Source: an optimization exercise on an open RTL-to-GDS flow (aim: small area and a short achievable clock period). Production flows keep margins and buffers that such runs may drop. The RTL was checked by simulation tests, not by an equivalence proof against the original design. Power is estimated from default activity; no workload was simulated.

==> flow/design.v <==
module three_stage_mult(input [15:0] a, input [15:0] b, output [31:0] out, input clk);
  reg [15:0] ra;
  reg [7:0] rone, rtwo, rneg;
  reg [5:0] rl;
  reg [25:0] rx, ry;
  reg rc;
  reg [31:0] rp;
  wire pp1;
  wire pp2;
  wire pp3;
  wire pp4;
  wire pp5;
  wire pp6;
  wire pp7;
  wire pp8;
  wire pp9;
  wire pp10;
  wire pp11;
  wire pp12;
  wire pp13;
  wire pp14;
  wire pp15;
  wire pp16;
  wire pp17;
  wire ns18;
  wire pp19;
  wire pp20;
  wire pp21;
  wire pp22;
  wire pp23;
  wire pp24;
  wire pp25;
  wire pp26;
  wire pp27;
  wire pp28;
  wire pp29;
  wire pp30;
  wire pp31;
  wire pp32;
  wire pp33;
  wire pp34;
  wire pp35;
  wire ns36;
  wire pp37;
  wire pp38;
  wire pp39;
  wire pp40;
  wire pp41;
  wire pp42;
  wire pp43;
  wire pp44;
  wire pp45;
  wire pp46;
  wire pp47;
  wire pp48;
  wire pp49;
  wire pp50;
  wire pp51;
  wire pp52;
  wire pp53;
  wire ns54;
  wire pp55;
  wire pp56;
  wire pp57;
  wire pp58;
  wire pp59;
  wire pp60;
  wire pp61;
  wire pp62;
  wire pp63;
  wire pp64;
  wire pp65;
  wire pp66;
  wire pp67;
  wire pp68;
  wire pp69;
  wire pp70;
  wire pp71;
  wire ns72;
  wire pp73;
  wire pp74;
  wire pp75;
  wire pp76;
  wire pp77;
  wire pp78;
  wire pp79;
  wire pp80;
  wire pp81;
  wire pp82;
  wire pp83;
  wire pp84;
  wire pp85;
  wire pp86;
  wire pp87;
  wire pp88;
  wire pp89;
  wire ns90;
  wire pp91;
  wire pp92;
  wire pp93;
  wire pp94;
  wire pp95;
  wire pp96;
  wire pp97;
  wire pp98;
  wire pp99;
  wire pp100;
  wire pp101;
  wire pp102;
  wire pp103;
  wire pp104;
  wire pp105;
  wire pp106;
  wire pp107;
  wire ns108;
  wire pp109;
  wire pp110;
  wire pp111;
  wire pp112;
  wire pp113;
  wire pp114;
  wire pp115;
  wire pp116;
  wire pp117;
  wire pp118;
  wire pp119;
  wire pp120;
  wire pp121;
  wire pp122;
  wire pp123;
  wire pp124;
  wire pp125;
  wire ns126;
  wire pp127;
  wire pp128;
  wire pp129;
  wire pp130;
  wire pp131;
  wire pp132;
  wire pp133;
  wire pp134;
  wire pp135;
  wire pp136;
  wire pp137;
  wire pp138;
  wire pp139;
  wire pp140;
  wire pp141;
  wire pp142;
  wire pp143;
  wire ns144;
  wire pp145;
  wire pp146;
  wire pp147;
  wire pp148;
  wire pp149;
  wire pp150;
  wire pp151;
  wire pp152;
  wire pp153;
  wire pp154;
  wire pp155;
  wire pp156;
  wire pp157;
  wire pp158;
  wire pp159;
  wire pp160;
  wire s161;
  wire c162;
  wire s163;
  wire c164;
  wire s165;
  wire c166;
  wire s167;
  wire c168;
  wire s169;
  wire c170;
  wire s171;
  wire c172;
  wire s173;
  wire c174;
  wire s175;
  wire c176;
  wire s177;
  wire c178;
  wire s179;
  wire c180;
  wire s181;
  wire c182;
  wire s183;
  wire c184;
  wire s185;
  wire c186;
  wire s187;
  wire c188;
  wire s189;
  wire c190;
  wire s191;
  wire c192;
  wire s193;
  wire c194;
  wire s195;
  wire c196;
  wire s197;
  wire c198;
  wire s199;
  wire c200;
  wire s201;
  wire c202;
  wire s203;
  wire c204;
  wire s205;
  wire c206;
  wire s207;
  wire c208;
  wire s209;
  wire c210;
  wire s211;
  wire c212;
  wire s213;
  wire c214;
  wire s215;
  wire c216;
  wire s217;
  wire c218;
  wire s219;
  wire c220;
  wire s221;
  wire c222;
  wire s223;
  wire c224;
  wire s225;
  wire c226;
  wire s227;
  wire c228;
  wire s229;
  wire c230;
  wire s231;
  wire c232;
  wire s233;
  wire c234;
  wire s235;
  wire c236;
  wire s237;
  wire c238;
  wire s239;
  wire c240;
  wire s241;
  wire c242;
  wire s243;
  wire c244;
  wire s245;
  wire c246;
  wire s247;
  wire c248;
  wire s249;
  wire c250;
  wire s251;
  wire c252;
  wire s253;
  wire c254;
  wire s255;
  wire c256;
  wire s257;
  wire c258;
  wire s259;
  wire c260;
  wire s261;
  wire c262;
  wire s263;
  wire c264;
  wire s265;
  wire c266;
  wire s267;
  wire c268;
  wire s269;
  wire c270;
  wire s271;
  wire c272;
  wire s273;
  wire c274;
  wire s275;
  wire c276;
  wire s277;
  wire c278;
  wire s279;
  wire c280;
  wire s281;
  wire c282;
  wire s283;
  wire c284;
  wire s285;
  wire c286;
  wire s287;
  wire c288;
  wire s289;
  wire c290;
  wire s291;
  wire c292;
  wire s293;
  wire c294;
  wire s295;
  wire c296;
  wire s297;
  wire c298;
  wire s299;
  wire c300;
  wire s301;
  wire c302;
  wire s303;
  wire c304;
  wire s305;
  wire c306;
  wire s307;
  wire c308;
  wire s309;
  wire c310;
  wire s311;
  wire c312;
  wire s313;
  wire c314;
  wire s315;
  wire c316;
  wire s317;
  wire c318;
  wire s319;
  wire c320;
  wire s321;
  wire c322;
  wire s323;
  wire c324;
  wire s325;
  wire c326;
  wire s327;
  wire c328;
  wire s329;
  wire c330;
  wire s331;
  wire c332;
  wire s333;
  wire c334;
  wire s335;
  wire c336;
  wire s337;
  wire c338;
  wire s339;
  wire c340;
  wire s341;
  wire c342;
  wire s343;
  wire c344;
  wire s345;
  wire c346;
  wire s347;
  wire c348;
  wire s349;
  wire c350;
  wire s351;
  wire c352;
  wire s353;
  wire c354;
  wire s355;
  wire c356;
  wire s357;
  wire c358;
  wire s359;
  wire c360;
  wire s361;
  wire c362;
  wire s363;
  wire c364;
  wire s365;
  wire c366;
  wire s367;
  wire c368;
  wire s369;
  wire c370;
  wire s371;
  wire c372;
  wire s373;
  wire c374;
  wire s375;
  wire c376;
  wire s377;
  wire c378;
  wire s379;
  wire c380;
  wire s381;
  wire c382;
  wire s383;
  wire c384;
  wire s385;
  wire c386;
  wire s387;
  wire c388;
  wire s389;
  wire c390;
  wire s391;
  wire c392;
  wire s393;
  wire c394;
  wire s395;
  wire c396;
  wire s397;
  wire c398;
  wire s399;
  wire c400;
  wire s401;
  wire c402;
  wire s403;
  wire c404;
  wire s405;
  wire c406;
  wire s407;
  wire c408;
  wire s409;
  wire c410;
  wire s411;
  wire c412;
  wire s413;
  wire c414;
  wire s415;
  wire c416;
  wire s417;
  wire c418;
  wire s419;
  wire c420;
  wire s421;
  wire c422;
  wire s423;
  wire c424;
  wire s425;
  wire c426;
  wire s427;
  wire c428;
  wire s429;
  wire c430;
  wire s431;
  wire c432;
  wire s433;
  wire c434;
  wire s435;
  wire c436;
  wire s437;
  wire c438;
  wire s439;
  wire c440;
  wire s441;
  wire c442;
  assign pp1 = ((rone[0] & ra[0]) | (rtwo[0] & 1'b0)) ^ rneg[0];
  assign pp2 = ((rone[0] & ra[1]) | (rtwo[0] & ra[0])) ^ rneg[0];
  assign pp3 = ((rone[0] & ra[2]) | (rtwo[0] & ra[1])) ^ rneg[0];
  assign pp4 = ((rone[0] & ra[3]) | (rtwo[0] & ra[2])) ^ rneg[0];
  assign pp5 = ((rone[0] & ra[4]) | (rtwo[0] & ra[3])) ^ rneg[0];
  assign pp6 = ((rone[0] & ra[5]) | (rtwo[0] & ra[4])) ^ rneg[0];
  assign pp7 = ((rone[0] & ra[6]) | (rtwo[0] & ra[5])) ^ rneg[0];
  assign pp8 = ((rone[0] & ra[7]) | (rtwo[0] & ra[6])) ^ rneg[0];
  assign pp9 = ((rone[0] & ra[8]) | (rtwo[0] & ra[7])) ^ rneg[0];
  assign pp10 = ((rone[0] & ra[9]) | (rtwo[0] & ra[8])) ^ rneg[0];
  assign pp11 = ((rone[0] & ra[10]) | (rtwo[0] & ra[9])) ^ rneg[0];
  assign pp12 = ((rone[0] & ra[11]) | (rtwo[0] & ra[10])) ^ rneg[0];
  assign pp13 = ((rone[0] & ra[12]) | (rtwo[0] & ra[11])) ^ rneg[0];
  assign pp14 = ((rone[0] & ra[13]) | (rtwo[0] & ra[12])) ^ rneg[0];
  assign pp15 = ((rone[0] & ra[14]) | (rtwo[0] & ra[13])) ^ rneg[0];
  assign pp16 = ((rone[0] & ra[15]) | (rtwo[0] & ra[14])) ^ rneg[0];
  assign pp17 = ((rone[0] & 1'b0) | (rtwo[0] & ra[15])) ^ rneg[0];
  assign ns18 = ~rneg[0];
  assign pp19 = ((rone[1] & ra[0]) | (rtwo[1] & 1'b0)) ^ rneg[1];
  assign pp20 = ((rone[1] & ra[1]) | (rtwo[1] & ra[0])) ^ rneg[1];
  assign pp21 = ((rone[1] & ra[2]) | (rtwo[1] & ra[1])) ^ rneg[1];
  assign pp22 = ((rone[1] & ra[3]) | (rtwo[1] & ra[2])) ^ rneg[1];
  assign pp23 = ((rone[1] & ra[4]) | (rtwo[1] & ra[3])) ^ rneg[1];
  assign pp24 = ((rone[1] & ra[5]) | (rtwo[1] & ra[4])) ^ rneg[1];
  assign pp25 = ((rone[1] & ra[6]) | (rtwo[1] & ra[5])) ^ rneg[1];
  assign pp26 = ((rone[1] & ra[7]) | (rtwo[1] & ra[6])) ^ rneg[1];
  assign pp27 = ((rone[1] & ra[8]) | (rtwo[1] & ra[7])) ^ rneg[1];
  assign pp28 = ((rone[1] & ra[9]) | (rtwo[1] & ra[8])) ^ rneg[1];
  assign pp29 = ((rone[1] & ra[10]) | (rtwo[1] & ra[9])) ^ rneg[1];
  assign pp30 = ((rone[1] & ra[11]) | (rtwo[1] & ra[10])) ^ rneg[1];
  assign pp31 = ((rone[1] & ra[12]) | (rtwo[1] & ra[11])) ^ rneg[1];
  assign pp32 = ((rone[1] & ra[13]) | (rtwo[1] & ra[12])) ^ rneg[1];
  assign pp33 = ((rone[1] & ra[14]) | (rtwo[1] & ra[13])) ^ rneg[1];
  assign pp34 = ((rone[1] & ra[15]) | (rtwo[1] & ra[14])) ^ rneg[1];
  assign pp35 = ((rone[1] & 1'b0) | (rtwo[1] & ra[15])) ^ rneg[1];
  assign ns36 = ~rneg[1];
  assign pp37 = ((rone[2] & ra[0]) | (rtwo[2] & 1'b0)) ^ rneg[2];
  assign pp38 = ((rone[2] & ra[1]) | (rtwo[2] & ra[0])) ^ rneg[2];
  assign pp39 = ((rone[2] & ra[2]) | (rtwo[2] & ra[1])) ^ rneg[2];
  assign pp40 = ((rone[2] & ra[3]) | (rtwo[2] & ra[2])) ^ rneg[2];
  assign pp41 = ((rone[2] & ra[4]) | (rtwo[2] & ra[3])) ^ rneg[2];
  assign pp42 = ((rone[2] & ra[5]) | (rtwo[2] & ra[4])) ^ rneg[2];
  assign pp43 = ((rone[2] & ra[6]) | (rtwo[2] & ra[5])) ^ rneg[2];
  assign pp44 = ((rone[2] & ra[7]) | (rtwo[2] & ra[6])) ^ rneg[2];
  assign pp45 = ((rone[2] & ra[8]) | (rtwo[2] & ra[7])) ^ rneg[2];
  assign pp46 = ((rone[2] & ra[9]) | (rtwo[2] & ra[8])) ^ rneg[2];
  assign pp47 = ((rone[2] & ra[10]) | (rtwo[2] & ra[9])) ^ rneg[2];
  assign pp48 = ((rone[2] & ra[11]) | (rtwo[2] & ra[10])) ^ rneg[2];
  assign pp49 = ((rone[2] & ra[12]) | (rtwo[2] & ra[11])) ^ rneg[2];
  assign pp50 = ((rone[2] & ra[13]) | (rtwo[2] & ra[12])) ^ rneg[2];
  assign pp51 = ((rone[2] & ra[14]) | (rtwo[2] & ra[13])) ^ rneg[2];
  assign pp52 = ((rone[2] & ra[15]) | (rtwo[2] & ra[14])) ^ rneg[2];
  assign pp53 = ((rone[2] & 1'b0) | (rtwo[2] & ra[15])) ^ rneg[2];
  assign ns54 = ~rneg[2];
  assign pp55 = ((rone[3] & ra[0]) | (rtwo[3] & 1'b0)) ^ rneg[3];
  assign pp56 = ((rone[3] & ra[1]) | (rtwo[3] & ra[0])) ^ rneg[3];
  assign pp57 = ((rone[3] & ra[2]) | (rtwo[3] & ra[1])) ^ rneg[3];
  assign pp58 = ((rone[3] & ra[3]) | (rtwo[3] & ra[2])) ^ rneg[3];
  assign pp59 = ((rone[3] & ra[4]) | (rtwo[3] & ra[3])) ^ rneg[3];
  assign pp60 = ((rone[3] & ra[5]) | (rtwo[3] & ra[4])) ^ rneg[3];
  assign pp61 = ((rone[3] & ra[6]) | (rtwo[3] & ra[5])) ^ rneg[3];
  assign pp62 = ((rone[3] & ra[7]) | (rtwo[3] & ra[6])) ^ rneg[3];
  assign pp63 = ((rone[3] & ra[8]) | (rtwo[3] & ra[7])) ^ rneg[3];
  assign pp64 = ((rone[3] & ra[9]) | (rtwo[3] & ra[8])) ^ rneg[3];
  assign pp65 = ((rone[3] & ra[10]) | (rtwo[3] & ra[9])) ^ rneg[3];
  assign pp66 = ((rone[3] & ra[11]) | (rtwo[3] & ra[10])) ^ rneg[3];
  assign pp67 = ((rone[3] & ra[12]) | (rtwo[3] & ra[11])) ^ rneg[3];
  assign pp68 = ((rone[3] & ra[13]) | (rtwo[3] & ra[12])) ^ rneg[3];
  assign pp69 = ((rone[3] & ra[14]) | (rtwo[3] & ra[13])) ^ rneg[3];
  assign pp70 = ((rone[3] & ra[15]) | (rtwo[3] & ra[14])) ^ rneg[3];
  assign pp71 = ((rone[3] & 1'b0) | (rtwo[3] & ra[15])) ^ rneg[3];
  assign ns72 = ~rneg[3];
  assign pp73 = ((rone[4] & ra[0]) | (rtwo[4] & 1'b0)) ^ rneg[4];
  assign pp74 = ((rone[4] & ra[1]) | (rtwo[4] & ra[0])) ^ rneg[4];
  assign pp75 = ((rone[4] & ra[2]) | (rtwo[4] & ra[1])) ^ rneg[4];
  assign pp76 = ((rone[4] & ra[3]) | (rtwo[4] & ra[2])) ^ rneg[4];
  assign pp77 = ((rone[4] & ra[4]) | (rtwo[4] & ra[3])) ^ rneg[4];
  assign pp78 = ((rone[4] & ra[5]) | (rtwo[4] & ra[4])) ^ rneg[4];
  assign pp79 = ((rone[4] & ra[6]) | (rtwo[4] & ra[5])) ^ rneg[4];
  assign pp80 = ((rone[4] & ra[7]) | (rtwo[4] & ra[6])) ^ rneg[4];
  assign pp81 = ((rone[4] & ra[8]) | (rtwo[4] & ra[7])) ^ rneg[4];
  assign pp82 = ((rone[4] & ra[9]) | (rtwo[4] & ra[8])) ^ rneg[4];
  assign pp83 = ((rone[4] & ra[10]) | (rtwo[4] & ra[9])) ^ rneg[4];
  assign pp84 = ((rone[4] & ra[11]) | (rtwo[4] & ra[10])) ^ rneg[4];
  assign pp85 = ((rone[4] & ra[12]) | (rtwo[4] & ra[11])) ^ rneg[4];
  assign pp86 = ((rone[4] & ra[13]) | (rtwo[4] & ra[12])) ^ rneg[4];
  assign pp87 = ((rone[4] & ra[14]) | (rtwo[4] & ra[13])) ^ rneg[4];
  assign pp88 = ((rone[4] & ra[15]) | (rtwo[4] & ra[14])) ^ rneg[4];
  assign pp89 = ((rone[4] & 1'b0) | (rtwo[4] & ra[15])) ^ rneg[4];
  assign ns90 = ~rneg[4];
  assign pp91 = ((rone[5] & ra[0]) | (rtwo[5] & 1'b0)) ^ rneg[5];
  assign pp92 = ((rone[5] & ra[1]) | (rtwo[5] & ra[0])) ^ rneg[5];
  assign pp93 = ((rone[5] & ra[2]) | (rtwo[5] & ra[1])) ^ rneg[5];
  assign pp94 = ((rone[5] & ra[3]) | (rtwo[5] & ra[2])) ^ rneg[5];
  assign pp95 = ((rone[5] & ra[4]) | (rtwo[5] & ra[3])) ^ rneg[5];
  assign pp96 = ((rone[5] & ra[5]) | (rtwo[5] & ra[4])) ^ rneg[5];
  assign pp97 = ((rone[5] & ra[6]) | (rtwo[5] & ra[5])) ^ rneg[5];
  assign pp98 = ((rone[5] & ra[7]) | (rtwo[5] & ra[6])) ^ rneg[5];
  assign pp99 = ((rone[5] & ra[8]) | (rtwo[5] & ra[7])) ^ rneg[5];
  assign pp100 = ((rone[5] & ra[9]) | (rtwo[5] & ra[8])) ^ rneg[5];
  assign pp101 = ((rone[5] & ra[10]) | (rtwo[5] & ra[9])) ^ rneg[5];
  assign pp102 = ((rone[5] & ra[11]) | (rtwo[5] & ra[10])) ^ rneg[5];
  assign pp103 = ((rone[5] & ra[12]) | (rtwo[5] & ra[11])) ^ rneg[5];
  assign pp104 = ((rone[5] & ra[13]) | (rtwo[5] & ra[12])) ^ rneg[5];
  assign pp105 = ((rone[5] & ra[14]) | (rtwo[5] & ra[13])) ^ rneg[5];
  assign pp106 = ((rone[5] & ra[15]) | (rtwo[5] & ra[14])) ^ rneg[5];
  assign pp107 = ((rone[5] & 1'b0) | (rtwo[5] & ra[15])) ^ rneg[5];
  assign ns108 = ~rneg[5];
  assign pp109 = ((rone[6] & ra[0]) | (rtwo[6] & 1'b0)) ^ rneg[6];
  assign pp110 = ((rone[6] & ra[1]) | (rtwo[6] & ra[0])) ^ rneg[6];
  assign pp111 = ((rone[6] & ra[2]) | (rtwo[6] & ra[1])) ^ rneg[6];
  assign pp112 = ((rone[6] & ra[3]) | (rtwo[6] & ra[2])) ^ rneg[6];
  assign pp113 = ((rone[6] & ra[4]) | (rtwo[6] & ra[3])) ^ rneg[6];
  assign pp114 = ((rone[6] & ra[5]) | (rtwo[6] & ra[4])) ^ rneg[6];
  assign pp115 = ((rone[6] & ra[6]) | (rtwo[6] & ra[5])) ^ rneg[6];
  assign pp116 = ((rone[6] & ra[7]) | (rtwo[6] & ra[6])) ^ rneg[6];
  assign pp117 = ((rone[6] & ra[8]) | (rtwo[6] & ra[7])) ^ rneg[6];
  assign pp118 = ((rone[6] & ra[9]) | (rtwo[6] & ra[8])) ^ rneg[6];
  assign pp119 = ((rone[6] & ra[10]) | (rtwo[6] & ra[9])) ^ rneg[6];
  assign pp120 = ((rone[6] & ra[11]) | (rtwo[6] & ra[10])) ^ rneg[6];
  assign pp121 = ((rone[6] & ra[12]) | (rtwo[6] & ra[11])) ^ rneg[6];
  assign pp122 = ((rone[6] & ra[13]) | (rtwo[6] & ra[12])) ^ rneg[6];
  assign pp123 = ((rone[6] & ra[14]) | (rtwo[6] & ra[13])) ^ rneg[6];
  assign pp124 = ((rone[6] & ra[15]) | (rtwo[6] & ra[14])) ^ rneg[6];
  assign pp125 = ((rone[6] & 1'b0) | (rtwo[6] & ra[15])) ^ rneg[6];
  assign ns126 = ~rneg[6];
  assign pp127 = ((rone[7] & ra[0]) | (rtwo[7] & 1'b0)) ^ rneg[7];
  assign pp128 = ((rone[7] & ra[1]) | (rtwo[7] & ra[0])) ^ rneg[7];
  assign pp129 = ((rone[7] & ra[2]) | (rtwo[7] & ra[1])) ^ rneg[7];
  assign pp130 = ((rone[7] & ra[3]) | (rtwo[7] & ra[2])) ^ rneg[7];
  assign pp131 = ((rone[7] & ra[4]) | (rtwo[7] & ra[3])) ^ rneg[7];
  assign pp132 = ((rone[7] & ra[5]) | (rtwo[7] & ra[4])) ^ rneg[7];
  assign pp133 = ((rone[7] & ra[6]) | (rtwo[7] & ra[5])) ^ rneg[7];
  assign pp134 = ((rone[7] & ra[7]) | (rtwo[7] & ra[6])) ^ rneg[7];
  assign pp135 = ((rone[7] & ra[8]) | (rtwo[7] & ra[7])) ^ rneg[7];
  assign pp136 = ((rone[7] & ra[9]) | (rtwo[7] & ra[8])) ^ rneg[7];
  assign pp137 = ((rone[7] & ra[10]) | (rtwo[7] & ra[9])) ^ rneg[7];
  assign pp138 = ((rone[7] & ra[11]) | (rtwo[7] & ra[10])) ^ rneg[7];
  assign pp139 = ((rone[7] & ra[12]) | (rtwo[7] & ra[11])) ^ rneg[7];
  assign pp140 = ((rone[7] & ra[13]) | (rtwo[7] & ra[12])) ^ rneg[7];
  assign pp141 = ((rone[7] & ra[14]) | (rtwo[7] & ra[13])) ^ rneg[7];
  assign pp142 = ((rone[7] & ra[15]) | (rtwo[7] & ra[14])) ^ rneg[7];
  assign pp143 = ((rone[7] & 1'b0) | (rtwo[7] & ra[15])) ^ rneg[7];
  assign ns144 = ~rneg[7];
  assign pp145 = ra[0] & rneg[7];
  assign pp146 = ra[1] & rneg[7];
  assign pp147 = ra[2] & rneg[7];
  assign pp148 = ra[3] & rneg[7];
  assign pp149 = ra[4] & rneg[7];
  assign pp150 = ra[5] & rneg[7];
  assign pp151 = ra[6] & rneg[7];
  assign pp152 = ra[7] & rneg[7];
  assign pp153 = ra[8] & rneg[7];
  assign pp154 = ra[9] & rneg[7];
  assign pp155 = ra[10] & rneg[7];
  assign pp156 = ra[11] & rneg[7];
  assign pp157 = ra[12] & rneg[7];
  assign pp158 = ra[13] & rneg[7];
  assign pp159 = ra[14] & rneg[7];
  assign pp160 = ra[15] & rneg[7];
  mult_ha u_s161 (.x(1'b1), .y(ns18), .s(s161), .c(c162));
  mult_ha u_s163 (.x(1'b1), .y(pp147), .s(s163), .c(c164));
  mult_ha u_s165 (.x(rneg[5]), .y(pp11), .s(s165), .c(c166));
  mult_ha u_s167 (.x(pp12), .y(pp28), .s(s167), .c(c168));
  mult_fa u_s169 (.x(rneg[6]), .y(pp13), .z(pp29), .s(s169), .c(c170));
  mult_ha u_s171 (.x(pp45), .y(pp61), .s(s171), .c(c172));
  mult_fa u_s173 (.x(pp14), .y(pp30), .z(pp46), .s(s173), .c(c174));
  mult_ha u_s175 (.x(pp62), .y(pp78), .s(s175), .c(c176));
  mult_fa u_s177 (.x(rneg[7]), .y(pp15), .z(pp31), .s(s177), .c(c178));
  mult_fa u_s179 (.x(pp47), .y(pp63), .z(pp79), .s(s179), .c(c180));
  mult_ha u_s181 (.x(pp95), .y(pp111), .s(s181), .c(c182));
  mult_fa u_s183 (.x(pp16), .y(pp32), .z(pp48), .s(s183), .c(c184));
  mult_fa u_s185 (.x(pp64), .y(pp80), .z(pp96), .s(s185), .c(c186));
  mult_ha u_s187 (.x(pp112), .y(pp128), .s(s187), .c(c188));
  mult_fa u_s189 (.x(pp145), .y(pp17), .z(pp33), .s(s189), .c(c190));
  mult_fa u_s191 (.x(pp49), .y(pp65), .z(pp81), .s(s191), .c(c192));
  mult_fa u_s193 (.x(pp97), .y(pp113), .z(pp129), .s(s193), .c(c194));
  mult_fa u_s195 (.x(pp146), .y(s161), .z(pp34), .s(s195), .c(c196));
  mult_fa u_s197 (.x(pp50), .y(pp66), .z(pp82), .s(s197), .c(c198));
  mult_fa u_s199 (.x(pp98), .y(pp114), .z(pp130), .s(s199), .c(c200));
  mult_fa u_s201 (.x(c162), .y(s163), .z(pp35), .s(s201), .c(c202));
  mult_fa u_s203 (.x(pp51), .y(pp67), .z(pp83), .s(s203), .c(c204));
  mult_fa u_s205 (.x(pp99), .y(pp115), .z(pp131), .s(s205), .c(c206));
  mult_fa u_s207 (.x(ns36), .y(pp148), .z(c164), .s(s207), .c(c208));
  mult_fa u_s209 (.x(pp52), .y(pp68), .z(pp84), .s(s209), .c(c210));
  mult_fa u_s211 (.x(pp100), .y(pp116), .z(pp132), .s(s211), .c(c212));
  mult_fa u_s213 (.x(1'b1), .y(pp149), .z(pp53), .s(s213), .c(c214));
  mult_fa u_s215 (.x(pp69), .y(pp85), .z(pp101), .s(s215), .c(c216));
  mult_ha u_s217 (.x(pp117), .y(pp133), .s(s217), .c(c218));
  mult_fa u_s219 (.x(ns54), .y(pp150), .z(pp70), .s(s219), .c(c220));
  mult_fa u_s221 (.x(pp86), .y(pp102), .z(pp118), .s(s221), .c(c222));
  mult_fa u_s223 (.x(1'b1), .y(pp151), .z(pp71), .s(s223), .c(c224));
  mult_ha u_s225 (.x(pp87), .y(pp103), .s(s225), .c(c226));
  mult_fa u_s227 (.x(ns72), .y(pp152), .z(pp88), .s(s227), .c(c228));
  mult_ha u_s229 (.x(1'b1), .y(pp153), .s(s229), .c(c230));
  mult_ha u_s231 (.x(rneg[3]), .y(pp7), .s(s231), .c(c232));
  mult_ha u_s233 (.x(pp8), .y(pp24), .s(s233), .c(c234));
  mult_fa u_s235 (.x(rneg[4]), .y(pp9), .z(pp25), .s(s235), .c(c236));
  mult_ha u_s237 (.x(pp41), .y(pp57), .s(s237), .c(c238));
  mult_fa u_s239 (.x(pp10), .y(pp26), .z(pp42), .s(s239), .c(c240));
  mult_ha u_s241 (.x(pp58), .y(pp74), .s(s241), .c(c242));
  mult_fa u_s243 (.x(pp27), .y(pp43), .z(pp59), .s(s243), .c(c244));
  mult_fa u_s245 (.x(pp75), .y(pp91), .z(s165), .s(s245), .c(c246));
  mult_fa u_s247 (.x(pp44), .y(pp60), .z(pp76), .s(s247), .c(c248));
  mult_fa u_s249 (.x(pp92), .y(c166), .z(s167), .s(s249), .c(c250));
  mult_fa u_s251 (.x(pp77), .y(pp93), .z(pp109), .s(s251), .c(c252));
  mult_fa u_s253 (.x(c168), .y(s171), .z(s169), .s(s253), .c(c254));
  mult_fa u_s255 (.x(pp94), .y(pp110), .z(c172), .s(s255), .c(c256));
  mult_fa u_s257 (.x(s175), .y(c170), .z(s173), .s(s257), .c(c258));
  mult_fa u_s259 (.x(pp127), .y(c176), .z(s181), .s(s259), .c(c260));
  mult_fa u_s261 (.x(c174), .y(s177), .z(s179), .s(s261), .c(c262));
  mult_fa u_s263 (.x(c182), .y(s187), .z(c178), .s(s263), .c(c264));
  mult_fa u_s265 (.x(c180), .y(s183), .z(s185), .s(s265), .c(c266));
  mult_fa u_s267 (.x(c188), .y(c184), .z(c186), .s(s267), .c(c268));
  mult_fa u_s269 (.x(s189), .y(s191), .z(s193), .s(s269), .c(c270));
  mult_fa u_s271 (.x(c190), .y(c192), .z(c194), .s(s271), .c(c272));
  mult_fa u_s273 (.x(s195), .y(s197), .z(s199), .s(s273), .c(c274));
  mult_fa u_s275 (.x(c196), .y(c198), .z(c200), .s(s275), .c(c276));
  mult_fa u_s277 (.x(s201), .y(s203), .z(s205), .s(s277), .c(c278));
  mult_fa u_s279 (.x(s207), .y(c202), .z(c204), .s(s279), .c(c280));
  mult_fa u_s281 (.x(c206), .y(s209), .z(s211), .s(s281), .c(c282));
  mult_fa u_s283 (.x(s217), .y(c208), .z(c210), .s(s283), .c(c284));
  mult_fa u_s285 (.x(c212), .y(s213), .z(s215), .s(s285), .c(c286));
  mult_fa u_s287 (.x(pp134), .y(c218), .z(c214), .s(s287), .c(c288));
  mult_fa u_s289 (.x(c216), .y(s219), .z(s221), .s(s289), .c(c290));
  mult_fa u_s291 (.x(pp119), .y(pp135), .z(s225), .s(s291), .c(c292));
  mult_fa u_s293 (.x(c220), .y(c222), .z(s223), .s(s293), .c(c294));
  mult_fa u_s295 (.x(pp104), .y(pp120), .z(pp136), .s(s295), .c(c296));
  mult_fa u_s297 (.x(c226), .y(c224), .z(s227), .s(s297), .c(c298));
  mult_fa u_s299 (.x(s229), .y(pp89), .z(pp105), .s(s299), .c(c300));
  mult_fa u_s301 (.x(pp121), .y(pp137), .z(c228), .s(s301), .c(c302));
  mult_fa u_s303 (.x(ns90), .y(pp154), .z(c230), .s(s303), .c(c304));
  mult_fa u_s305 (.x(pp106), .y(pp122), .z(pp138), .s(s305), .c(c306));
  mult_fa u_s307 (.x(1'b1), .y(pp155), .z(pp107), .s(s307), .c(c308));
  mult_ha u_s309 (.x(pp123), .y(pp139), .s(s309), .c(c310));
  mult_fa u_s311 (.x(ns108), .y(pp156), .z(pp124), .s(s311), .c(c312));
  mult_ha u_s313 (.x(1'b1), .y(pp157), .s(s313), .c(c314));
  mult_ha u_s315 (.x(rneg[2]), .y(pp5), .s(s315), .c(c316));
  mult_ha u_s317 (.x(pp6), .y(pp22), .s(s317), .c(c318));
  mult_fa u_s319 (.x(pp23), .y(pp39), .z(pp55), .s(s319), .c(c320));
  mult_fa u_s321 (.x(pp40), .y(pp56), .z(c232), .s(s321), .c(c322));
  mult_fa u_s323 (.x(pp73), .y(c234), .z(s237), .s(s323), .c(c324));
  mult_fa u_s325 (.x(c238), .y(s241), .z(c236), .s(s325), .c(c326));
  mult_fa u_s327 (.x(c242), .y(c240), .z(s243), .s(s327), .c(c328));
  mult_fa u_s329 (.x(c244), .y(s247), .z(c246), .s(s329), .c(c330));
  mult_fa u_s331 (.x(c248), .y(s251), .z(c250), .s(s331), .c(c332));
  mult_fa u_s333 (.x(c252), .y(s255), .z(c254), .s(s333), .c(c334));
  mult_fa u_s335 (.x(c256), .y(s259), .z(c258), .s(s335), .c(c336));
  mult_fa u_s337 (.x(c260), .y(c262), .z(s263), .s(s337), .c(c338));
  mult_fa u_s339 (.x(c264), .y(c266), .z(s267), .s(s339), .c(c340));
  mult_fa u_s341 (.x(c268), .y(c270), .z(s271), .s(s341), .c(c342));
  mult_fa u_s343 (.x(c272), .y(c274), .z(s275), .s(s343), .c(c344));
  mult_fa u_s345 (.x(c276), .y(c278), .z(s279), .s(s345), .c(c346));
  mult_fa u_s347 (.x(c280), .y(c282), .z(s283), .s(s347), .c(c348));
  mult_fa u_s349 (.x(c284), .y(c286), .z(s287), .s(s349), .c(c350));
  mult_fa u_s351 (.x(s291), .y(c288), .z(c290), .s(s351), .c(c352));
  mult_fa u_s353 (.x(s295), .y(c292), .z(c294), .s(s353), .c(c354));
  mult_fa u_s355 (.x(c296), .y(s299), .z(c298), .s(s355), .c(c356));
  mult_fa u_s357 (.x(s303), .y(c300), .z(s305), .s(s357), .c(c358));
  mult_fa u_s359 (.x(s309), .y(c304), .z(c306), .s(s359), .c(c360));
  mult_fa u_s361 (.x(pp140), .y(c310), .z(c308), .s(s361), .c(c362));
  mult_fa u_s363 (.x(s313), .y(pp125), .z(pp141), .s(s363), .c(c364));
  mult_fa u_s365 (.x(ns126), .y(pp158), .z(c314), .s(s365), .c(c366));
  mult_ha u_s367 (.x(1'b1), .y(pp159), .s(s367), .c(c368));
  mult_ha u_s369 (.x(rneg[1]), .y(pp3), .s(s369), .c(c370));
  mult_ha u_s371 (.x(pp4), .y(pp20), .s(s371), .c(c372));
  mult_fa u_s373 (.x(pp21), .y(pp37), .z(s315), .s(s373), .c(c374));
  mult_fa u_s375 (.x(pp38), .y(c316), .z(s317), .s(s375), .c(c376));
  mult_fa u_s377 (.x(c318), .y(s231), .z(s319), .s(s377), .c(c378));
  mult_fa u_s379 (.x(s233), .y(c320), .z(s321), .s(s379), .c(c380));
  mult_fa u_s381 (.x(s235), .y(c322), .z(s323), .s(s381), .c(c382));
  mult_fa u_s383 (.x(s239), .y(c324), .z(s325), .s(s383), .c(c384));
  mult_fa u_s385 (.x(s245), .y(c326), .z(s327), .s(s385), .c(c386));
  mult_fa u_s387 (.x(s249), .y(c328), .z(s329), .s(s387), .c(c388));
  mult_fa u_s389 (.x(s253), .y(c330), .z(s331), .s(s389), .c(c390));
  mult_fa u_s391 (.x(s257), .y(c332), .z(s333), .s(s391), .c(c392));
  mult_fa u_s393 (.x(s261), .y(c334), .z(s335), .s(s393), .c(c394));
  mult_fa u_s395 (.x(s265), .y(c336), .z(s337), .s(s395), .c(c396));
  mult_fa u_s397 (.x(s269), .y(c338), .z(s339), .s(s397), .c(c398));
  mult_fa u_s399 (.x(s273), .y(c340), .z(s341), .s(s399), .c(c400));
  mult_fa u_s401 (.x(s277), .y(c342), .z(s343), .s(s401), .c(c402));
  mult_fa u_s403 (.x(s281), .y(c344), .z(s345), .s(s403), .c(c404));
  mult_fa u_s405 (.x(s285), .y(c346), .z(s347), .s(s405), .c(c406));
  mult_fa u_s407 (.x(s289), .y(c348), .z(s349), .s(s407), .c(c408));
  mult_fa u_s409 (.x(s293), .y(c350), .z(s351), .s(s409), .c(c410));
  mult_fa u_s411 (.x(s297), .y(c352), .z(s353), .s(s411), .c(c412));
  mult_fa u_s413 (.x(s301), .y(c354), .z(s355), .s(s413), .c(c414));
  mult_fa u_s415 (.x(c302), .y(s357), .z(c356), .s(s415), .c(c416));
  mult_fa u_s417 (.x(s307), .y(c358), .z(s359), .s(s417), .c(c418));
  mult_fa u_s419 (.x(s311), .y(c360), .z(s361), .s(s419), .c(c420));
  mult_fa u_s421 (.x(c312), .y(s363), .z(c362), .s(s421), .c(c422));
  mult_fa u_s423 (.x(pp142), .y(s365), .z(c364), .s(s423), .c(c424));
  mult_fa u_s425 (.x(s367), .y(pp143), .z(c366), .s(s425), .c(c426));
  mult_fa u_s427 (.x(ns144), .y(pp160), .z(c368), .s(s427), .c(c428));
  mult_ha u_s429 (.x(rneg[0]), .y(pp1), .s(s429), .c(c430));
  mult_ha u_s431 (.x(pp2), .y(c430), .s(s431), .c(c432));
  mult_fa u_s433 (.x(pp19), .y(s369), .z(c432), .s(s433), .c(c434));
  mult_fa u_s435 (.x(c370), .y(s371), .z(c434), .s(s435), .c(c436));
  mult_fa u_s437 (.x(c372), .y(s373), .z(c436), .s(s437), .c(c438));
  mult_fa u_s439 (.x(c374), .y(s375), .z(c438), .s(s439), .c(c440));
  mult_fa u_s441 (.x(c376), .y(s377), .z(c440), .s(s441), .c(c442));
  always @(posedge clk) begin
    ra <= a;
    rone[0] <= b[0] ^ 1'b0;
    rtwo[0] <= (b[1] & ~b[0] & ~1'b0) | (~b[1] & b[0] & 1'b0);
    rneg[0] <= b[1];
    rone[1] <= b[2] ^ b[1];
    rtwo[1] <= (b[3] & ~b[2] & ~b[1]) | (~b[3] & b[2] & b[1]);
    rneg[1] <= b[3];
    rone[2] <= b[4] ^ b[3];
    rtwo[2] <= (b[5] & ~b[4] & ~b[3]) | (~b[5] & b[4] & b[3]);
    rneg[2] <= b[5];
    rone[3] <= b[6] ^ b[5];
    rtwo[3] <= (b[7] & ~b[6] & ~b[5]) | (~b[7] & b[6] & b[5]);
    rneg[3] <= b[7];
    rone[4] <= b[8] ^ b[7];
    rtwo[4] <= (b[9] & ~b[8] & ~b[7]) | (~b[9] & b[8] & b[7]);
    rneg[4] <= b[9];
    rone[5] <= b[10] ^ b[9];
    rtwo[5] <= (b[11] & ~b[10] & ~b[9]) | (~b[11] & b[10] & b[9]);
    rneg[5] <= b[11];
    rone[6] <= b[12] ^ b[11];
    rtwo[6] <= (b[13] & ~b[12] & ~b[11]) | (~b[13] & b[12] & b[11]);
    rneg[6] <= b[13];
    rone[7] <= b[14] ^ b[13];
    rtwo[7] <= (b[15] & ~b[14] & ~b[13]) | (~b[15] & b[14] & b[13]);
    rneg[7] <= b[15];
    rl[0] <= s429;
    rl[1] <= s431;
    rl[2] <= s433;
    rl[3] <= s435;
    rl[4] <= s437;
    rl[5] <= s439;
    rx[0] <= c376;
    ry[0] <= s377;
    rx[1] <= c378;
    ry[1] <= s379;
    rx[2] <= c380;
    ry[2] <= s381;
    rx[3] <= c382;
    ry[3] <= s383;
    rx[4] <= c384;
    ry[4] <= s385;
    rx[5] <= c386;
    ry[5] <= s387;
    rx[6] <= c388;
    ry[6] <= s389;
    rx[7] <= c390;
    ry[7] <= s391;
    rx[8] <= c392;
    ry[8] <= s393;
    rx[9] <= c394;
    ry[9] <= s395;
    rx[10] <= c396;
    ry[10] <= s397;
    rx[11] <= c398;
    ry[11] <= s399;
    rx[12] <= c400;
    ry[12] <= s401;
    rx[13] <= c402;
    ry[13] <= s403;
    rx[14] <= c404;
    ry[14] <= s405;
    rx[15] <= c406;
    ry[15] <= s407;
    rx[16] <= c408;
    ry[16] <= s409;
    rx[17] <= c410;
    ry[17] <= s411;
    rx[18] <= c412;
    ry[18] <= s413;
    rx[19] <= c414;
    ry[19] <= s415;
    rx[20] <= c416;
    ry[20] <= s417;
    rx[21] <= c418;
    ry[21] <= s419;
    rx[22] <= c420;
    ry[22] <= s421;
    rx[23] <= c422;
    ry[23] <= s423;
    rx[24] <= c424;
    ry[24] <= s425;
    rx[25] <= c426;
    ry[25] <= s427;
    rc <= c440;
  end
  wire [25:0] hi;
  assign hi = rx + ry + rc;
  always @(posedge clk) rp <= {hi, rl[5], rl[4], rl[3], rl[2], rl[1], rl[0]};
  assign out = rp;
endmodule
module mult_fa(input x, input y, input z, output s, output c);
  assign s = x ^ y ^ z;
  assign c = (x & y) | (x & z) | (y & z);
endmodule
module mult_ha(input x, input y, output s, output c);
  assign s = x ^ y;
  assign c = x & y;
endmodule
==> flow/run.sh <==
#!/bin/bash
# synth_recipe.tcl (not shown) runs the flow's synth.tcl, then flattens the netlist and writes it again
# the make line also repeats each setting of config.mk as NAME=value (left out here)
make -C /OpenROAD-flow-scripts/flow DESIGN_CONFIG=/design/flow/config.mk WORK_HOME=/design/flow/orfs CLKGATE_MAP_FILE= SYNTH_SCRIPT=/design/flow/synth_recipe.tcl finish
==> flow/config.mk <==
export PLATFORM = sky130hd
export DESIGN_NAME = three_stage_mult
export DESIGN_NICKNAME = three_stage_mult
export VERILOG_FILES = /design/flow/design.v
export SDC_FILE = /design/flow/constraint.sdc
export NUM_CORES = 4
export LEC_CHECK = 0
export CAP_MARGIN = 20
export CORE_MARGIN = 2
export CORE_UTILIZATION = 40
export SLEW_MARGIN = 20
export SYNTH_HIERARCHICAL = 1
==> flow/constraint.sdc <==
create_clock -name core_clock -period 8.0 [get_ports {clk}]
set_input_delay 1.6000 -clock core_clock [delete_from_list [all_inputs] [get_ports {clk}]]
set_output_delay 1.6000 -clock core_clock [all_outputs]
set_load 0.01 [all_outputs]
==> results.tsv, run 1 <==
metric	value	unit
outcome	timing/DRC/antenna clean	
CP max stage delay	0.99	ns
placed cell count	1116	
worst setup timing slack at the placement stage	4.48	ns
Critical Path RT	8.30	ns
post-CTS sizing	0	
per-cell via count in the routed design	5.41	
starting utilization of the core area	40.8	%
Ys Warns	7	
Clock Skews	0.00879	ns
Seq/Total Area, Yosys	28.3	%
Register-to-Register Setup Slack	4.51	ns
worst rel slew slack	28.6	%
top post-synthesis cells by area	dfxtp_1 (28%), fa_1 (26%), xnor2_1 (14%)	
worst setup slack after layout	4.51	ns
Cell Chain, Critical Path	inv_1 -> ha_1 -> fa_1 -> fa_1 -> fa_1 -> fa_1	
net count reported at finish	1049	
DRC violation total after the first TritonRoute iteration	472	
final WL	21600	um
overall power after layout	4.12	mW
transition time at the pin with the least slew margin	1.07	ns
kind of start point of the critical path	flop	
CP arrival	3.78	ns
Critical Path Start	rneg[0]	
number of endpoints failing setup at the final stage	0	
depth of the worst register-to-register path	6	
post-layout util	46.9	%
top post-synthesis cells by count	xnor2_1 (150), dfxtp_1 (131), a22oi_1 (120), fa_1 (118), clkbuf_1 (81)	
detailed-route via count	6206	
vias in the first global route	6436	
number of clock buffers inserted by TritonCTS	17	
layout overhead on the synthesized area	15.0	%
share of cells above drive strength 1	5.45	%
count of endpoints failing hold in the final timing report	0	
endpoint of the most critical setup path	ry[12]	
library cell occupying the most area in the post-synthesis netlist	dfxtp_1	
post-route clock period utilization	43.6	%
Most common cell on crit path	fa_1	
count of unique library cells instantiated by Yosys	43	
buffer count from post-CTS setup fixing	0	
count of flip-flops with a built-in enable after synthesis	0	
area share of the largest cell type after synthesis	28.3	%
antenna-violating nets left	0	
fmax	0.287	GHz
Core ar.	0.0227	sq mm
clock latency of the later-clocked register in the worst-skew pair	0.43	ns
die outline area	0.0244	sq mm
cell type of the slowest stage on the worst timing path	dfxtp_1	
clock tree from TritonCTS	done	
Post-Synthesis Cell Area	0.00926	sq mm
most used standard cell by instance count after synthesis	xnor2_1	
final-report max-slew violation count	0	
number of max-cap violations	0	
detailed-route DRC error count	0	
Critical Path End Type	flop	
average size of a mapped cell	11.0	sq um
first drt pass iteration count	5	
final total negative setup slack	0	ns
Non-Filler Instances	1148	
initial antenna violation count	0	
hpwl dp	14900	um
WHS	0.326	ns
Reg-to-Reg End	ry[12]	
async set-or-reset flop fraction in the synthesized netlist	0	%
cell area after placement	0.0100	sq mm
wire per inst	18.8	um
height of the chip	156	um
finished layout cell area	0.0106	sq mm
total overflow reported by the global router	0	
die width	156	um
total inserted antenna cells	0	
HP Class	flop to flop	
number of synthesized register bits	131	
Post-Syn Instances	838	
Root Driver	clkbuf_16	
largest net degree at the start of global routing	36	
worst reg2reg startpoint	rneg[0]	
static power due to leakage	4.06	nW
setup repair after global routing missed its margin	false	
placer congestion estimate	0.839	
H-tree depth	4	
path type of the worst setup path	flop to flop	
count of buffers inserted at the top-level ports	64	
Pwr Density	387	mW/mm^2
maximum buffer depth of the clock tree	2	
total global-route track usage	18.9	%
clock period minus final worst setup slack	3.49	ns
Worst IR Drop VDD	128	uV
number of buffers inserted for hold repair after clock tree synthesis	0	
Std-Cell Rows	55	
clock sink count	131	
clock transition at the registers of the reported paths	0.06	ns
wire length of the first global-routing pass	35500	um
number of ports placed on the die boundary	65	
most frequently used flop master after synthesis	dfxtp_1	
number of fill cells in the layout	2101	
peak fanout along the critical path	19	
## layout make-up
| cell class | instances | area [sq um] | area share (%) |
|---|---|---|---|
| tap | 285 | 357 | 3.35 |
| multi-input combinational | 618 | 6300 | 59.2 |
| sequential | 131 | 2620 | 24.6 |
| clock buffer | 18 | 429 | 4.03 |
| clock inverter | 14 | 200 | 1.88 |
| timing repair buffer | 71 | 693 | 6.51 |
| inverter | 11 | 41.3 | 0.388 |
## registers in the layout, indices dropped and copies added (netlist names)
| name | flops |
|---|---|
| rp | 32 |
| rtwo | 8 |
| rc | 1 |
| ra | 16 |
| ry | 26 |
| rl | 6 |
| rx | 26 |
| rneg | 8 |
| rone | 8 |
## critical path: cells and delay by family, from the launching register on
kind,cells,cell delay [ns]
buffers and inverters,1,0.19
flip-flops,1,0.99
adder cells (fa/ha/maj),5,2.18
## layout by cell type, fill, tap and decap left out, types with 2 or more instances in the layout
cell,netlist,final
xnor2_1,150,150
dfxtp_1,131,131
a22oi_1,120,120
fa_1,118,118
clkdlybuf4s50_1,0,64
ha_1,48,48
nand2_1,25,25
o21ai_0,17,17
and2_1,17,17
clkbuf_16,0,17
a21oi_1,16,16
xor2_1,16,16
inv_1,11,11
nor2_1,10,10
a21o_1,9,9
nand2b_1,9,9
nand3b_1,8,8
conb_1,1,8
buf_4,0,7
nand4_1,6,6
a31oi_1,6,6
inv_6,0,5
nor2b_1,4,4
bufinv_16,0,4
o21a_1,3,3
o31ai_1,3,3
nor3_1,3,3
clkinvlp_4,0,3
o211ai_1,2,2
o21bai_1,2,2
and3_2,2,2
## how the worst min path moves through the flow
stage | from | to | slack, ns | cells past startpoint
final | rl[0] | rp[0] | 0.33 | 0
after global routing | rl[3] | rp[3] | 0.33 | 0
after CTS | rl[3] | rp[3] | 0.33 | 0
after detailed placement | rl[0] | rp[0] | 0.31 | 0
after global placement | rl[0] | rp[0] | 0.31 | 0
after floorplan | rl[0] | rp[0] | 0.31 | 0
## where the power goes
part | internal [mW] | switching, mW | total (mW)
Sequential | 0.943 | 0.139 | 1.08
Clock | 0.526 | 0.312 | 0.838
Combinational | 1.05 | 1.14 | 2.20
Total | 2.52 | 1.59 | 4.12
## cell families after synthesis
kind of cell	synth area share, %
XOR/XNOR	15.7
AND/OR/NAND/NOR	5.12
AO/OA/AOI/OAI	14.9
other	0.0405
buffers and inverters	3.89
flip-flops	28.3
adder cells (fa/ha/maj)	32.0
## metal layers
metal / global-route usage, % / wire (um) / share of wire (%) / vias up
met1: 26.1 / 9740 / 45 / 3029
met3: 4.19 / 1620 / 7.5 / 48
met5: 0 / 0 / 0 / -
li1: - / - / - / 2876
met4: 7.08 / 554 / 2.6 / 0
met2: 29.0 / 9720 / 45 / 253
## per-module statistics from Yosys, one instance, submodules excluded
module | area (sq um) | times used | cells
three_stage_mult | 6640 | 1 | 698
mult_fa | 20.0 | 116 | 1
mult_ha | 12.5 | 24 | 1
==> run 2, diff against run 1 <==
--- a/flow/config.mk
+++ b/flow/config.mk
@@ -9,4 +9,5 @@
 export CORE_MARGIN = 2
 export CORE_UTILIZATION = 40
+export SETUP_SLACK_MARGIN = 5
 export SLEW_MARGIN = 20
 export SYNTH_HIERARCHICAL = 1
==> run 2 against run 1 <==
  * Highest routed layer unchanged
  * Register-to-register slack better by 0.53 ns
  * Sequential power hardly changed
  * Flip-flop and latch count did not move
  * Still clean
  * Worst setup slack better by 0.53 ns
  * Core utilization rose by 2.6 points
  * Synthesized area unchanged
  * Synthesized cell count is the same
  * Largest cell class unchanged
  * Final cell count is 4.1% higher
  * Wire length grew 5.7%
==> results.tsv, run 2 <==
metric	value	unit	change
worst setup slack after layout	5.05	ns	was 4.51 ns
leading cell type in the layout, fill and taps excluded	xnor2_1		unchanged
Hold Crit Start	rl[3]		was rl[0]
worst setup timing slack at the placement stage	4.44	ns	was 4.48 ns
Root Driver	clkbuf_16		unchanged
initial antenna violation count	0		unchanged
switching component of the power	1.60	mW	was 1.59 mW
clock tree from TritonCTS	done		unchanged
internal power component	2.55	mW	was 2.52 mW
H-tree depth	4		unchanged
register ranked first by flip-flop count	rp		unchanged
outcome	timing/DRC/antenna clean		unchanged
worst reg2reg startpoint	ra[13]		was rneg[0]
Critical Path RT	8.30	ns	about the same
die width	156	um	unchanged
worst path bufs/invs	0		was 1
clock period minus final worst setup slack	2.95	ns	was 3.49 ns
detailed-route DRC error count	0		unchanged
maximum buffer depth of the clock tree	2		unchanged
vias in the first global route	6561		was 6436
setup repair after global routing missed its margin	true		was false
sequential power share	25.8	%	was 26.3%
path type of the worst setup path	flop to flop		unchanged
commonest cells after routing, fill and taps aside	xnor2_1 (150), a22oi_1 (116), fa_1 (116), dfxtp_1 (95), clkdlybuf4s50_1 (64)		was xnor2_1 (150), dfxtp_1 (131), a22oi_1 (120), fa_1 (118), clkdlybuf4s50_1 (64)
number of max-cap violations	0		unchanged
most used standard cell by instance count after synthesis	xnor2_1		unchanged
peak fanout along the critical path	15		was 19
number of ports placed on the die boundary	65		unchanged
Std-Cell Rows	55		unchanged
top post-synthesis cells by count	xnor2_1 (150), dfxtp_1 (131), a22oi_1 (120), fa_1 (118), clkbuf_1 (81)		unchanged
Ys Warns	7		unchanged
worst rel slew slack	64.5	%	was 28.6%
largest net degree at the start of global routing	20		was 36
fmax	0.339	GHz	was 0.287 GHz
CP arrival	3.25	ns	was 3.78 ns
Register-to-Register Setup Slack	5.05	ns	was 4.51 ns
wire per inst	19.1	um	was 18.8 um
fraction of the mapped netlist area in compound gates	14.9	%	unchanged
clock latency of the later-clocked register in the worst-skew pair	0.42	ns	was 0.43 ns
Seq/Total Area, Yosys	28.3	%	unchanged
hpwl dp	14700	um	was 14900 um
max reg flops	32		unchanged
final-report max-slew violation count	0		unchanged
cell depth of the worst setup path	6		unchanged
depth of the worst register-to-register path	6		unchanged
Worst IR Drop VDD	140	uV	was 128 uV
total inserted antenna cells	0		unchanged
number of synthesized register bits	131		unchanged
Pwr Density	370	mW/mm^2	was 387 mW/mm^2
Cell Chain, Critical Path	a22oi_1 -> xnor2_1 -> fa_1 -> fa_1 -> fa_1 -> fa_1		was inv_1 -> ha_1 -> fa_1 -> fa_1 -> fa_1 -> fa_1
XOR/XNOR share of the synthesized area	15.7	%	unchanged
DRC violation total after the first TritonRoute iteration	520		was 472
multiplexer area fraction after synthesis	0	%	unchanged
count of unique library cells instantiated by Yosys	43		unchanged
async set-or-reset flop fraction in the synthesized netlist	0	%	unchanged
average size of a mapped cell	11.0	sq um	unchanged
transition time at the pin with the least slew margin	0.519	ns	was 1.07 ns
Clock Skews	0.00944	ns	was 0.00879 ns
simple-gate portion of the synthesized area	5.12	%	unchanged
final total negative setup slack	0	ns	unchanged
count of flip-flops with a built-in enable after synthesis	0		unchanged
number of endpoints failing setup at the final stage	0		unchanged
endpoint of the most critical setup path	ry[14]		was ry[12]
part of the power in combinational logic	53.9	%	was 53.4%
share of cells above drive strength 1	14.8	%	was 5.45%
Post-Synthesis Cell Area	0.00926	sq mm	unchanged
count of buffers inserted at the top-level ports	64		unchanged
count of endpoints failing hold in the final timing report	0		unchanged
wire length of the first global-routing pass	35700	um	was 35500 um
library cell occupying the most area in the post-synthesis netlist	dfxtp_1		unchanged
post-synthesis adder-cell area fraction	32.0	%	unchanged
cell type of the slowest stage on the worst timing path	fa_1		was dfxtp_1
clock sink count	131		unchanged
static power due to leakage	4.33	nW	was 4.06 nW
total global-route track usage	19.1	%	was 18.9%
HP Class	flop to flop		unchanged
main combinational cell family by area after synthesis	adder cells		unchanged
top post-synthesis cells by area	dfxtp_1 (28%), fa_1 (26%), xnor2_1 (14%)		unchanged
Core ar.	0.0227	sq mm	unchanged
fraction of power spent switching nets	38.6	%	was 38.7%
starting utilization of the core area	40.8	%	unchanged
final WL	22900	um	was 21600 um
Reg-to-Reg End	ry[14]		was ry[12]
per-cell via count in the routed design	5.38		was 5.41
leading registers by flop count	rp x32, rx x26, ry x26		unchanged
CP max stage delay	0.58	ns	was 0.99 ns
first drt pass iteration count	7		was 5
clock share of power	20.2	%	was 20.4%
total overflow reported by the global router	0		unchanged
most frequently used flop master after synthesis	dfxtp_1		unchanged
Critical Path End Type	flop		unchanged
dominant delay contributor by cell family on the critical path	adder cells		unchanged
number of fill cells in the layout	2063		was 2101
clock transition at the registers of the reported paths	0.06	ns	about the same
layout overhead on the synthesized area	21.3	%	was 15.0%
net count reported at finish	1096		was 1049
detailed-route via count	6428		was 6206
area share of the largest cell type after synthesis	28.3	%	unchanged
placer congestion estimate	0.868		was 0.839
number of clock buffers inserted by TritonCTS	17		unchanged
Most common cell on crit path	fa_1		unchanged
kind of start point of the critical path	flop		unchanged
die outline area	0.0244	sq mm	unchanged
post-route clock period utilization	36.9	%	was 43.6%
antenna-violating nets left	0		unchanged
height of the chip	156	um	unchanged
Post-Syn Instances	838		unchanged
Critical Path Start	ra[13]		was rneg[0]
run 2: kinds of logic (layout without fill, tap and decap cells):
group           Yosys count  count (layout)
compound gates          191             191
xor+xnor                166             166
fa+ha+maj               166             166
buf+inv                  96             161
flops                   131             131
other cells               1               8
simple gates             87              87
run 2: layout make-up:
| type | count | area [sq um] | share of cell area (%) |
|---|---|---|---|
| clock inverter | 13 | 196 | 1.75 |
| tap | 285 | 357 | 3.18 |
| multi-input combinational | 618 | 6340 | 56.5 |
| timing repair buffer | 118 | 1110 | 9.86 |
| inverter | 11 | 41.3 | 0.368 |
| sequential | 131 | 2760 | 24.5 |
| clock buffer | 19 | 433 | 3.86 |
run 2: power groups by stage:
stage / sequential [mW] / combinational, mW / clock [mW]
after detailed placement: 1.10 / 2.19 / 0
after floorplan: 1.06 / 1.59 / 0
final: 1.07 / 2.24 / 0.842
after global placement: 1.10 / 2.13 / 0
after global routing: 1.10 / 2.53 / 0.886
after CTS: 1.08 / 2.21 / 0.861
run 2: how the worst min path moves through the flow:
stage                     endpoint  depth (start not counted)  slack [ns]
after floorplan              rp[0]                          0        0.31
after global placement       rp[0]                          0        0.31
after detailed placement     rp[3]                          0        0.32
after CTS                    rp[3]                          0        0.33
after global routing         rp[3]                          0        0.33
final                        rp[3]                          0        0.33
run 2: through the flow:
stage | instance area [sq um] | std cells | total power, mW | hold WS (ns) | utilization (%)
after global routing | 11200 | 1195 | 4.51 | 0.334 | 49.4
final | 11200 | 1195 | 4.16 | 0.329 | 49.4
after CTS | 10900 | 1155 | 4.15 | 0.331 | 47.9
after detailed placement | 10000 | 1114 | 3.29 | 0.316 | 44.0
after floorplan | 9410 | 845 | 2.64 | 0.310 | -
after global placement | 10000 | 1114 | 3.23 | 0.313 | 44.0
run 2: what timing repair did:
action	4_1_cts	5_1_grt
endpoints found under the setup margin	33	18
pin swaps	0	8
buffers inserted	8	40
hold buffers	0	0
resized for setup	74	11
cloned	1	0
run 2: modules after synthesis (local to each module, per instance):
module	copies in the design	area [sq um]	flip-flops and latches	cells inside
mult_fa	116	20.0	0	1
mult_ha	24	12.5	0	1
three_stage_mult	1	6640	131	698
run 2: per-layer routing:
| layer | up-vias | track usage (%) | share of wire (%) |
|---|---|---|---|
| li1 | 2975 | - | - |
| met1 | 3159 | 26.8 | 46 |
| met2 | 257 | 29.1 | 45 |
| met3 | 37 | 4.25 | 6.6 |
| met4 | 0 | 6.99 | 2.2 |
| met5 | - | 0 | 0 |
==> run 3, diff against run 2 <==
--- a/flow/config.mk
+++ b/flow/config.mk
@@ -9,5 +9,5 @@
 export CORE_MARGIN = 2
 export CORE_UTILIZATION = 40
-export SETUP_SLACK_MARGIN = 5
+export SETUP_SLACK_MARGIN = 4.5
 export SLEW_MARGIN = 20
 export SYNTH_HIERARCHICAL = 1
==> run 3 against run 2 <==
  * Non-clock buffer count down 49
  * Register-to-register slack worse by 0.47 ns
  * Final area down 5.3%
  * Sequential share of layout area up 0.37 points
  * Highest routed layer unchanged
==> results.tsv, run 3 <==
metric	value	unit	change
worst rel slew slack	44.3	%	was 64.5%
wire per inst	19.1	um	about the same
fraction of the mapped netlist area in compound gates	14.9	%	unchanged
register ranked first by flip-flop count	rp		unchanged
main combinational cell family by area after synthesis	adder cells		unchanged
Root Driver	clkbuf_16		unchanged
layout overhead on the synthesized area	14.9	%	was 21.3%
count of buffers inserted at the top-level ports	64		unchanged
Pwr Density	383	mW/mm^2	was 370 mW/mm^2
path type of the worst setup path	flop to flop		unchanged
area share of the largest cell type after synthesis	28.3	%	unchanged
clock sink count	131		unchanged
maximum buffer depth of the clock tree	2		unchanged
post-layout util	46.8	%	was 49.4%
count of flip-flops with a built-in enable after synthesis	0		unchanged
largest net degree at the start of global routing	36		was 20
finished layout cell area	0.0106	sq mm	was 0.0112 sq mm
number of clock buffers inserted by TritonCTS	17		unchanged
total overflow reported by the global router	0		unchanged
Most common cell on crit path	fa_1		unchanged
final total negative setup slack	0	ns	unchanged
DRC violation total after the first TritonRoute iteration	631		was 520
count of endpoints failing hold in the final timing report	0		unchanged
async set-or-reset flop fraction in the synthesized netlist	0	%	unchanged
buffer count from post-CTS setup fixing	0		was 8
Ys Warns	7		unchanged
Post-Syn Instances	838		unchanged
transition time at the pin with the least slew margin	0.835	ns	was 0.519 ns
HP Class	flop to flop		unchanged
post-CTS sizing	3		was 74
Register-to-Register Setup Slack	4.57	ns	was 5.05 ns
leading registers by flop count	rp x32, rx x26, ry x26		unchanged
H-tree depth	4		unchanged
average size of a mapped cell	11.0	sq um	unchanged
final-report max-slew violation count	0		unchanged
multiplexer area fraction after synthesis	0	%	unchanged
max reg flops	32		unchanged
starting utilization of the core area	40.8	%	unchanged
Std-Cell Rows	55		unchanged
simple-gate portion of the synthesized area	5.12	%	unchanged
Seq/Total Area, Yosys	28.3	%	unchanged
WHS	0.326	ns	was 0.329 ns
clock period minus final worst setup slack	3.43	ns	was 2.95 ns
worst reg2reg startpoint	ra[4]		was ra[13]
clock latency of the later-clocked register in the worst-skew pair	0.42	ns	about the same
cell type of the slowest stage on the worst timing path	dfxtp_1		was fa_1
number of synthesized register bits	131		unchanged
antenna-violating nets left	0		unchanged
first drt pass iteration count	5		was 7
total inserted antenna cells	0		unchanged
leading cell type in the layout, fill and taps excluded	xnor2_1		unchanged
fmax	0.292	GHz	was 0.339 GHz
share of cells above drive strength 1	7.67	%	was 14.8%
number of max-cap violations	0		unchanged
number of endpoints failing setup at the final stage	0		unchanged
detailed-route DRC error count	0		unchanged
peak fanout along the critical path	17		was 15
CP max stage delay	0.86	ns	was 0.58 ns
CP arrival	3.73	ns	was 3.25 ns
die outline area	0.0244	sq mm	unchanged
static power due to leakage	4.05	nW	was 4.33 nW
Critical Path Start	ra[4]		was ra[13]
commonest cells after routing, fill and taps aside	xnor2_1 (150), a22oi_1 (120), fa_1 (118), dfxtp_1 (109), clkdlybuf4s50_1 (64)		was xnor2_1 (150), a22oi_1 (116), fa_1 (116), dfxtp_1 (95), clkdlybuf4s50_1 (64)
number of ports placed on the die boundary	65		unchanged
placer congestion estimate	0.857		was 0.868
number of buffers inserted for hold repair after clock tree synthesis	0		unchanged
final WL	21800	um	was 22900 um
most frequently used flop master after synthesis	dfxtp_1		unchanged
Worst IR Drop VDD	156	uV	was 140 uV
hpwl dp	14600	um	was 14700 um
worst path bufs/invs	0		unchanged
post-route clock period utilization	42.8	%	was 36.9%
Critical Path RT	8.30	ns	about the same
kind of start point of the critical path	flop		unchanged
Hold Crit Start	rl[4]		was rl[3]
Clock Skews	0.00696	ns	was 0.00944 ns
vias in the first global route	6416		was 6561
clock tree from TritonCTS	done		unchanged
total global-route track usage	18.8	%	was 19.1%
Cell Chain, Critical Path	a22oi_1 -> xnor2_1 -> fa_1 -> fa_1 -> fa_1 -> fa_1		unchanged
per-cell via count in the routed design	5.39		was 5.38
top post-synthesis cells by area	dfxtp_1 (28%), fa_1 (26%), xnor2_1 (14%)		unchanged
count of unique library cells instantiated by Yosys	43		unchanged
Critical Path End Type	flop		unchanged
initial antenna violation count	0		unchanged
XOR/XNOR share of the synthesized area	15.7	%	unchanged
post-synthesis adder-cell area fraction	32.0	%	unchanged
top post-synthesis cells by count	xnor2_1 (150), dfxtp_1 (131), a22oi_1 (120), fa_1 (118), clkbuf_1 (81)		unchanged
dominant delay contributor by cell family on the critical path	adder cells		unchanged
wire length of the first global-routing pass	35400	um	was 35700 um
library cell occupying the most area in the post-synthesis netlist	dfxtp_1		unchanged
Core ar.	0.0227	sq mm	unchanged
outcome	timing/DRC/antenna clean		unchanged
Post-Synthesis Cell Area	0.00926	sq mm	unchanged
most used standard cell by instance count after synthesis	xnor2_1		unchanged
net count reported at finish	1047		was 1096
die width	156	um	unchanged
setup repair after global routing missed its margin	true		unchanged
cell area after placement	0.0100	sq mm	unchanged
height of the chip	156	um	unchanged
clock transition at the registers of the reported paths	0.06	ns	about the same
detailed-route via count	6168		was 6428
run 3: routing by layer:
metal,global-route usage [%],routed length (um)
met1,26.7,10200
met2,29.1,9750
met3,3.44,1550
met4,6.38,362
met5,0,0
run 3: modules after synthesis, one instance, submodules excluded:
module,times used,cells
mult_ha,24,1
three_stage_mult,1,698
mult_fa,116,1
run 3: final timing paths:
kind | endpoint | cells after the start
worst max register to register | ry[12] | 6
worst min register to register | rp[4] | 0
worst max-delay path | ry[12] | 6
worst min-delay path | rp[4] | 0
run 3: cells by family after synthesis:
family	count (synthesis)
buffers and inverters	96
adder cells (fa/ha/maj)	166
AND/OR/NAND/NOR	87
other	1
AO/OA/AOI/OAI	191
flip-flops	131
XOR/XNOR	166
run 3: layout make-up:
class,instances,area [sq um]
Clock buffer,20,457
Clock inverter,11,153
Fill cell,2106,12100
Inverter,11,41.3
Multi-Input combinational cell,618,6300
Sequential cell,131,2650
Tap cell,285,357
Timing Repair Buffer,69,678
run 3: report_power, final:
part,internal (mW),switching (mW)
Combinational,1.05,1.12
Sequential,0.945,0.148
Clock,0.507,0.302
Total,2.50,1.57
run 3: worst reg2reg max path, stage by stage (launching register included):
cell	delay, ns
dfxtp_1	0.86
a22oi_1	0.26
xnor2_1	0.21
fa_1	0.53
fa_1	0.45
fa_1	0.52
fa_1	0.49
run 3: metrics by stage:
stage / instances / power, mW / worst slack (ns)
detailed placement: 1114 / 3.28 / 4.48
global placement: 1114 / 3.23 / 4.51
floorplan: 845 / 2.64 / 4.61
CTS: 1145 / 4.11 / 4.50
global route: 1145 / 4.43 / 4.50
finish: 1145 / 4.07 / 4.57

[separate check: timing with driven ports]
How much do the figures lean on ideal ports? The routed layouts below were timed once more, with nothing changed but the port constraints.
Step 1 (the two cells are an assumption about what drives the block):
set clk [get_ports {clk}]
set_driving_cell -lib_cell sky130_fd_sc_hd__clkbuf_16 $clk
set_driving_cell -lib_cell sky130_fd_sc_hd__buf_2 [delete_from_list [all_inputs] $clk]
Step 2 moves the port delays by t, midway between the first and last clock arrival at a register: inputs arrive t later, outputs are due t later. That takes back most of the time a late clock gives input paths.
a / b / c = no drivers / after step 1 / after step 2; a / b = the first two.
run	t, ns	setup WS [ns]	hold WS [ns]	worst data-port slew with drivers (ns)
run 1	0.466	4.514 / 4.514 / 4.514	0.326 / 0.326 / 0.326	0.03
run 2	0.463	5.047 / 5.047 / 5.047	0.329 / 0.329 / 0.329	0.03
run 3	0.466	4.573 / 4.573 / 4.573	0.326 / 0.326 / 0.326	0.03
After both steps setup and hold are still met in every run listed.
